What follows belongs to an exercise in optimizing a design on an open flow for small area, a short achievable clock period and few clock cycles per item; a production flow would make more cautious choices.
In this exercise RTL edits were held to simulation tests only and were not proved equivalent to the original.

v6:
## lms_core
module lms_core #(
    parameter WIDTH = 16,
    parameter FRAC  = 8
)(
    input wire clk,
    input wire rst,
    input wire start,
    input wire signed [WIDTH-1:0] x_in,
    input wire signed [WIDTH-1:0] d_in,
    output wire signed [WIDTH-1:0] y_out,
    output wire signed [WIDTH-1:0] e_out,
    output reg done
);
==> flow/config.mk <==
export PLATFORM = sky130hd
export DESIGN_NAME = lms_core
export DESIGN_NICKNAME = lms_core
export VERILOG_FILES = /design/flow/design.v
export SDC_FILE = /design/flow/constraint.sdc
export NUM_CORES = 4
export LEC_CHECK = 0
export CAP_MARGIN = 20
export CORE_MARGIN = 2
export CORE_UTILIZATION = 40
export SETUP_SLACK_MARGIN = 2.75
export SLEW_MARGIN = 20
export SYNTH_HIERARCHICAL = 1
export SYNTH_MINIMUM_KEEP_SIZE = 0
==> flow/constraint.sdc <==
create_clock -name core_clock -period 8.0 [get_ports {clk}]
set_input_delay 1.6000 -clock core_clock [delete_from_list [all_inputs] [get_ports {clk}]]
set_output_delay 1.6000 -clock core_clock [all_outputs]
set_load 0.01 [all_outputs]
run.sh (not shown) runs the stock make flow with config.mk's settings and CLKGATE_MAP_FILE= SYNTH_SCRIPT=/design/flow/synth_recipe.tcl, a recipe that flattens the netlist after the stock synthesis.
Testbench counts of v6, summed over its fixed seeds: cycles 6,144, items 2,048.
Inputs modified between v6 and v42:
--- a/flow/config.mk
+++ b/flow/config.mk
@@ -10 +10,2 @@
-export CORE_UTILIZATION = 40
+export CORE_UTILIZATION = 65
+export CTS_BUF_LIST = sky130_fd_sc_hd__clkbuf_4 sky130_fd_sc_hd__clkbuf_8
@@ -14,0 +16 @@
+export TNS_END_PERCENT = 10
### Flow results
v6 → v42: total placed instance area went down 1.6%; met3 global-route usage climbed 7.1 points; worst hold margin increased 0.022 ns. v42 vs. v6: final instance area shows a reduction of about 1.9%, register area shows a reduction of 1.1%. Via count: v42 higher than v6. The final reports for v42 and v6 show count of clock-net buffers in the final layout higher in the former. The global-route usage of v42 is higher than that of v6.
Input changes introduced in v13 (baseline for comparison: v42):
--- a/flow/config.mk
+++ b/flow/config.mk
@@ -10,3 +10,2 @@
-export CORE_UTILIZATION = 65
-export CTS_BUF_LIST = sky130_fd_sc_hd__clkbuf_4 sky130_fd_sc_hd__clkbuf_8
-export SETUP_SLACK_MARGIN = 2.75
+export CORE_UTILIZATION = 40
+export SETUP_SLACK_MARGIN = 3.0
@@ -16 +14,0 @@
-export TNS_END_PERCENT = 10
Results
- Both conditions hold for v13: the flow ran to the end and the final layout passed the timing, DRC and antenna checks.
- In the final reports, the cell area of v13 is larger than that of v42.
- Diff v42 -> v13 | full die area | increase of about 60%
- Compare v42 and v13 | via count higher: v42
- As far as xor/xnor share of the synthesized area goes, v13 and v42 are indistinguishable; the numbers are identical.
- v13 against v42: number of cells after detailed placement went up by 11%, area growth from synthesis to layout went up by 6.5 points, sequential share of layout area went down by 0.68 points.

---

Starting RTL as in the previous note.
clock: 8.0 ns
lec_check: 0
cap_margin: 20
core_margin: 2
core_utilization: 55
cts_buf_list: sky130_fd_sc_hd__clkbuf_4 sky130_fd_sc_hd__clkbuf_8
setup_slack_margin: 2.6
slew_margin: 20
synth_hierarchical: 1
synth_minimum_keep_size: 0
tns_end_percent: 10
Testbench counts at the start, summed over its fixed seeds: cycles 6,144, items 2,048.
Change:
ABC_AREA = 1   (was unset)
SETUP_SLACK_MARGIN = 2.75   (was 2.6)
The changed run ran to the end with no violations.
Clock-buffer cell count climbs by 5.
Area after synthesis climbs by a few percent.
Worst hold slack degrades by 0.031 ns.
Clock skew climbs by 0.0045 ns.
Wire length climbs by a little under a tenth.
Worst setup slack improves by 0.22 ns.
Non-clock buffer count drops by 67.
Change:
ABC_AREA = unset   (was 1)
TNS_END_PERCENT = unset   (was 10)
Result:
- The new run went through all stages and came out clean
- setup slack gets worse by 0.015 ns
- wire length came out lower by 8.3%
- synthesized area is lower by 4.4%
- flip-flop and latch count stays the same
- clock-buffer cell count goes down by 15
- sequential share of layout area rose by 0.30 points
- global-route usage decreases by 1.6 points
- first-iteration DRC count is lower by 24%
Change:
CORE_UTILIZATION = 40   (was 55)
CTS_BUF_LIST = unset   (was sky130_fd_sc_hd__clkbuf_4 sky130_fd_sc_hd__clkbuf_8)
SETUP_SLACK_MARGIN = 2.0   (was 2.75)
Effect: Clock-buffer cell count fell by 42. Hold slack is worse by 0.018 ns. Setup slack gets worse by 0.60 ns. Sequential share of layout area went up by 0.20 points. Final area shrinks by 2.9%. Synthesized area stays the same.
Change:
SETUP_SLACK_MARGIN = 2.5   (was 2.0)
Effect: Core utilization is higher by 0.99 points; cell area rises by 2.3%; first-iteration DRC count rises by 9.7%; die area does not change; synthesized area stays the same; setup slack improved by 0.44 ns; routed wire length went up by 1.8%; clock-buffer cell count does not change; global-route usage goes up by 0.27 points.
Change:
CORE_UTILIZATION = 55   (was 40)
CTS_BUF_LIST = sky130_fd_sc_hd__clkbuf_4 sky130_fd_sc_hd__clkbuf_8   (was unset)
SETUP_SLACK_MARGIN = 2.9   (was 2.5)
The new run went through all stages and came out clean.
Cell count drops by 5.1%.
Area after synthesis is unchanged.
Wire length climbs by 1.5%.
Hold slack improved by 0.027 ns.
Sequential cell count does not change.
Cell area climbs by 2.7%.
Clock-buffer cell count climbs by 48.
Fmax climbs by 0.64%.

---

## main
lms_core, a different RTL version from the one above (not shown whole).
Size: roughly 510 flip-flops, about 68 I/O pins, ~56000 um2 of cells after synthesis.
clock: 8.0 ns
lec_check: 0
cap_margin: 20
core_margin: 2
core_utilization: 55
cts_buf_list: sky130_fd_sc_hd__clkbuf_4 sky130_fd_sc_hd__clkbuf_8
setup_slack_margin: 3.0
slew_margin: 20
synth_hierarchical: 1
synth_minimum_keep_size: 0
Every stage of the flow completed for main, and the final layout passed the timing, DRC and antenna checks.
Testbench counts of main, summed over its fixed seeds: cycles 6,144, items 2,048.
The inputs of the feature branch differ from those of main as listed below.
- swapping 3.0 for 2.75 in SETUP_SLACK_MARGIN
- putting TNS_END_PERCENT at 10 where nothing was set
- The feature branch gives more number of clock buffers in the layout than main did.
- Compared with main, in the feature branch maximum clock skew at final layout fell by 0.017 ns, number of global-route vias before repair fell by 498, core utilization fell by 2.4 points.
- Total via count after detailed routing: the feature branch better than main

---

Setup of exp/cedar:
lms_core, a different RTL version from the one above (not shown whole).
Size in the first run: ~5400 cells after synthesis, about 68 I/O pins.
## lms_core
module lms_core #(
    parameter WIDTH = 16,
    parameter FRAC  = 8
)(
    input wire clk,
    input wire rst,
    input wire start,
    input wire signed [WIDTH-1:0] x_in,
    input wire signed [WIDTH-1:0] d_in,
    output wire signed [WIDTH-1:0] y_out,
    output wire signed [WIDTH-1:0] e_out,
    output reg done
);
    reg [15:0] x0, x1, x2, x3, x4, x5, x6, x7;    
    reg [15:0] u0, u1, u2, u3, v0, v1, v2, v3;    
    reg ph1, ph2;                                 
    reg [24:0] acc_a, acc_b;                      
    reg [15:0] w_r;                               
    reg [16:0] h_r;                               
    reg [16:0] q_r;                               
    wire [15:0] w_sum;
    wire [16:0] h_sum, q_sum;
    reg eq1_0;
    reg ng1_0;
    reg eq1_1;
    reg ng1_1;
    reg eq1_2;
    reg ng1_2;
    reg eq1_3;
    reg ng1_3;
    reg eq2_0;
    reg ng2_0;
    reg eq2_1;
    reg ng2_1;
    reg eq2_2;
    reg ng2_2;
    reg eq2_3;
    reg ng2_3;
    reg eq3_0;
    reg ng3_0;
    reg eq3_1;
    reg ng3_1;
    reg eq3_2;
    reg ng3_2;
    reg eq3_3;
    reg ng3_3;
    reg eq4_0;
    reg ng4_0;
    reg eq4_1;
    reg ng4_1;
    reg eq4_2;
    reg ng4_2;
    reg eq4_3;
    reg ng4_3;
    reg eq5_0;
    reg ng5_0;
    reg eq5_1;
    reg ng5_1;
    reg eq5_2;
    reg ng5_2;
    reg eq5_3;
    reg ng5_3;
    reg eq6_0;
    reg ng6_0;
    reg eq6_1;
    reg ng6_1;
    reg eq6_2;
    reg ng6_2;
    reg eq6_3;
    reg ng6_3;
    reg eq7_0;
    reg ng7_0;
    reg eq7_1;
    reg ng7_1;
    reg eq7_2;
    reg ng7_2;
    reg eq7_3;
    reg ng7_3;
    reg eq8_0;
    reg ng8_0;
    reg eq8_1;
    reg ng8_1;
    reg eq8_2;
    reg ng8_2;
    reg eq8_3;
    reg ng8_3;
    wire eqA1_0 = ~(x_in[0] ^ x0[0]);
    wire ngA1_0 = ~x_in[0];
    wire eqB1_0 = ~(x0[8] ^ x1[8]);
    wire ngB1_0 = ~x0[8];
  ...
Settings: LEC_CHECK=0, CAP_MARGIN=20, CORE_MARGIN=2, CORE_UTILIZATION=55, CTS_BUF_LIST=sky130_fd_sc_hd__clkbuf_4 sky130_fd_sc_hd__clkbuf_8, SETUP_SLACK_MARGIN=2.75, SLEW_MARGIN=20, SYNTH_HIERARCHICAL=1, SYNTH_MINIMUM_KEEP_SIZE=0; clock period 8.0 ns.
exp/cedar went all the way through the flow, and no timing, DRC or antenna check failed.
Testbench counts of exp/cedar, summed over its fixed seeds: cycles 6,144, items 2,048.
The following lists how exp/raven was set up differently from exp/cedar:
# exp/cedar
export LEC_CHECK = 0
export CAP_MARGIN = 20
export CORE_MARGIN = 2
export CORE_UTILIZATION = 55
export CTS_BUF_LIST = sky130_fd_sc_hd__clkbuf_4 sky130_fd_sc_hd__clkbuf_8
export SETUP_SLACK_MARGIN = 2.75
export SLEW_MARGIN = 20
export SYNTH_HIERARCHICAL = 1
export SYNTH_MINIMUM_KEEP_SIZE = 0
create_clock -name core_clock -period 8.0 [get_ports {clk}]
# exp/raven
export LEC_CHECK = 0
export CAP_MARGIN = 20
export CORE_MARGIN = 2
export CORE_UTILIZATION = 40
export SETUP_SLACK_MARGIN = 3.0
export SLEW_MARGIN = 20
export SYNTH_HIERARCHICAL = 1
export SYNTH_MINIMUM_KEEP_SIZE = 0
create_clock -name core_clock -period 8.0 [get_ports {clk}]
Findings:
The higher H-tree depth came out of exp/cedar. Taking exp/cedar as 1.0, exp/raven lands at 0.54 on clock buffer count. The fmax of exp/raven is higher than that of exp/cedar.

---

Setup of v19:
lms_core with an RTL version that a note above also has.
For scale: roughly 5300 cells after synthesis, ~68 I/O pins.
Settings: LEC_CHECK=0, CAP_MARGIN=20, CORE_MARGIN=2, CORE_UTILIZATION=55, CTS_BUF_LIST=sky130_fd_sc_hd__clkbuf_4 sky130_fd_sc_hd__clkbuf_8, SETUP_SLACK_MARGIN=2.75, SLEW_MARGIN=20, SYNTH_HIERARCHICAL=1, SYNTH_MINIMUM_KEEP_SIZE=0, TNS_END_PERCENT=3; clock period 8.0 ns.
Per the final summary, v19 finished and its layout is clean on timing, DRC and antenna.
Testbench counts of v19, summed over its fixed seeds: cycles 6,144, items 2,048.
Here is what was changed in the inputs of v29 compared with v19.
# v19
export LEC_CHECK = 0
export CAP_MARGIN = 20
export CORE_MARGIN = 2
export CORE_UTILIZATION = 55
export CTS_BUF_LIST = sky130_fd_sc_hd__clkbuf_4 sky130_fd_sc_hd__clkbuf_8
export SETUP_SLACK_MARGIN = 2.75
export SLEW_MARGIN = 20
export SYNTH_HIERARCHICAL = 1
export SYNTH_MINIMUM_KEEP_SIZE = 0
export TNS_END_PERCENT = 3
create_clock -name core_clock -period 8.0 [get_ports {clk}]
# v29
export LEC_CHECK = 0
export CAP_MARGIN = 20
export CORE_MARGIN = 2
export CORE_UTILIZATION = 50
export CTS_BUF_LIST = sky130_fd_sc_hd__clkbuf_4 sky130_fd_sc_hd__clkbuf_8
export SETUP_SLACK_MARGIN = 2.75
export SLEW_MARGIN = 20
export SYNTH_HIERARCHICAL = 1
export SYNTH_MINIMUM_KEEP_SIZE = 0
export TNS_END_PERCENT = 10
create_clock -name core_clock -period 8.0 [get_ports {clk}]
Results
v29 has completed all stages; timing, DRC and antenna checks passed.
Setup slack: v29 more than v19
As far as clock skew is concerned, v19 and v29 perform about the same.
v29 vs v19: site row count up
v29 ended up with a higher design area than v19 did.
Compared with v19, v29 shows a higher count of cell instances traversed by the critical path.
Taking v19 as the reference, in v29 instance area after placement was more or less identical, via count went up by about 0.43%, cell count went up by 158.
--- input diff v29..v17 ---
# v29
export LEC_CHECK = 0
export CAP_MARGIN = 20
export CORE_MARGIN = 2
export CORE_UTILIZATION = 50
export CTS_BUF_LIST = sky130_fd_sc_hd__clkbuf_4 sky130_fd_sc_hd__clkbuf_8
export SETUP_SLACK_MARGIN = 2.75
export SLEW_MARGIN = 20
export SYNTH_HIERARCHICAL = 1
export SYNTH_MINIMUM_KEEP_SIZE = 0
export TNS_END_PERCENT = 10
create_clock -name core_clock -period 8.0 [get_ports {clk}]
# v17
export LEC_CHECK = 0
export CAP_MARGIN = 20
export CORE_MARGIN = 2
export CORE_UTILIZATION = 55
export CTS_BUF_LIST = sky130_fd_sc_hd__clkbuf_4 sky130_fd_sc_hd__clkbuf_8
export GPL_ROUTABILITY_DRIVEN = 0
export SETUP_SLACK_MARGIN = 2.75
export SLEW_MARGIN = 20
export SYNTH_HIERARCHICAL = 1
export SYNTH_MINIMUM_KEEP_SIZE = 0
export TNS_END_PERCENT = 10
create_clock -name core_clock -period 8.0 [get_ports {clk}]
Results
- Diff v29 -> v17: minimum clock period after layout rose by 0.073 ns; final critical-path share of the clock period rose by 0.91 points.
- Diff v29 -> v17: via count rose by 0.62%, fraction of standard cell area that is sequential stayed essentially flat, largest driver fanout on the critical path rose by 6, clock-pin slew on the worst setup and hold paths fell by 0.02 ns.
- Of v29 and v17, the higher share of cell area taken by multi-input logic gates belongs to v17.
Edits applied to the flow inputs when going from v17 to v53:
# v17
export LEC_CHECK = 0
export CAP_MARGIN = 20
export CORE_MARGIN = 2
export CORE_UTILIZATION = 55
export CTS_BUF_LIST = sky130_fd_sc_hd__clkbuf_4 sky130_fd_sc_hd__clkbuf_8
export GPL_ROUTABILITY_DRIVEN = 0
export SETUP_SLACK_MARGIN = 2.75
export SLEW_MARGIN = 20
export SYNTH_HIERARCHICAL = 1
export SYNTH_MINIMUM_KEEP_SIZE = 0
export TNS_END_PERCENT = 10
create_clock -name core_clock -period 8.0 [get_ports {clk}]
# v53
export LEC_CHECK = 0
export CAP_MARGIN = 20
export CORE_MARGIN = 2
export CORE_UTILIZATION = 55
export CTS_BUF_LIST = sky130_fd_sc_hd__clkbuf_4 sky130_fd_sc_hd__clkbuf_8
export PLACE_DENSITY = 0.7
export SETUP_SLACK_MARGIN = 2.75
export SLEW_MARGIN = 20
export SYNTH_HIERARCHICAL = 1
export SYNTH_MINIMUM_KEEP_SIZE = 0
export TNS_END_PERCENT = 10
create_clock -name core_clock -period 8.0 [get_ports {clk}]
### Flow results
v53 finished every stage and its layout cleared the timing, DRC and antenna checks.
Delta (v53 minus v17): count of cells along the worst register-to-register path climbed 4; detailed placement HPWL dropped about 5.6%.

==> re-timing with driven ports <==
No port has a modelled driver above. Below, the same layouts with a new extraction and two added sets of constraints. Step 1 sets driving cells, clkbuf_16 on the clock port and buf_2 on the other inputs (assumed; they add their load-dependent delay and slew). Step 2 also shifts input and output timing later by t, the mid clock arrival at the registers, as if the neighbouring blocks saw the same clock. Slacks: no drivers / after step 1 / after step 2; pairs: no drivers / after step 1.
| run | t (ns) | setup slack, ns | worst data-port slew with drivers (ns) |
|---|---|---|---|
| v6 | 0.745 | 2.632 / 2.632 / 2.632 | 0.05 |
| v42 | 0.804 | 2.551 / 2.551 / 2.551 | 0.05 |
| v13 | 0.738 | 2.617 / 2.617 / 2.617 | 0.04 |
| the first run of note 2 | 0.857 | 2.460 / 2.448 / 2.460 | 0.05 |
| the second run of note 2 | 0.832 | 2.682 / 2.682 / 2.682 | 0.07 |
| the third run of note 2 | 0.821 | 2.666 / 2.666 / 2.666 | 0.05 |
| the fourth run of note 2 | 0.735 | 2.064 / 2.011 / 2.064 | 0.05 |
| the fifth run of note 2 | 0.736 | 2.509 / 2.509 / 2.509 | 0.05 |
| the sixth run of note 2 | 0.833 | 2.544 / 2.544 / 2.544 | 0.05 |
| main | 0.844 | 2.739 / 2.739 / 2.739 | 0.04 |
| the feature branch | 0.815 | 2.666 / 2.604 / 2.695 | 0.04 |
| exp/cedar | 0.803 | 2.514 / 2.514 / 2.514 | 0.05 |
| exp/raven | 0.742 | 2.557 / 2.557 / 2.557 | 0.04 |
| v19 | 0.817 | 2.568 / 2.568 / 2.568 | 0.05 |
| v29 | 0.833 | 2.637 / 2.637 / 2.637 | 0.04 |
| v17 | 0.810 | 2.564 / 2.564 / 2.564 | 0.04 |
| v53 | 0.798 | 2.407 / 2.407 / 2.407 | 0.04 |
After both steps setup and hold are still met in every run listed.
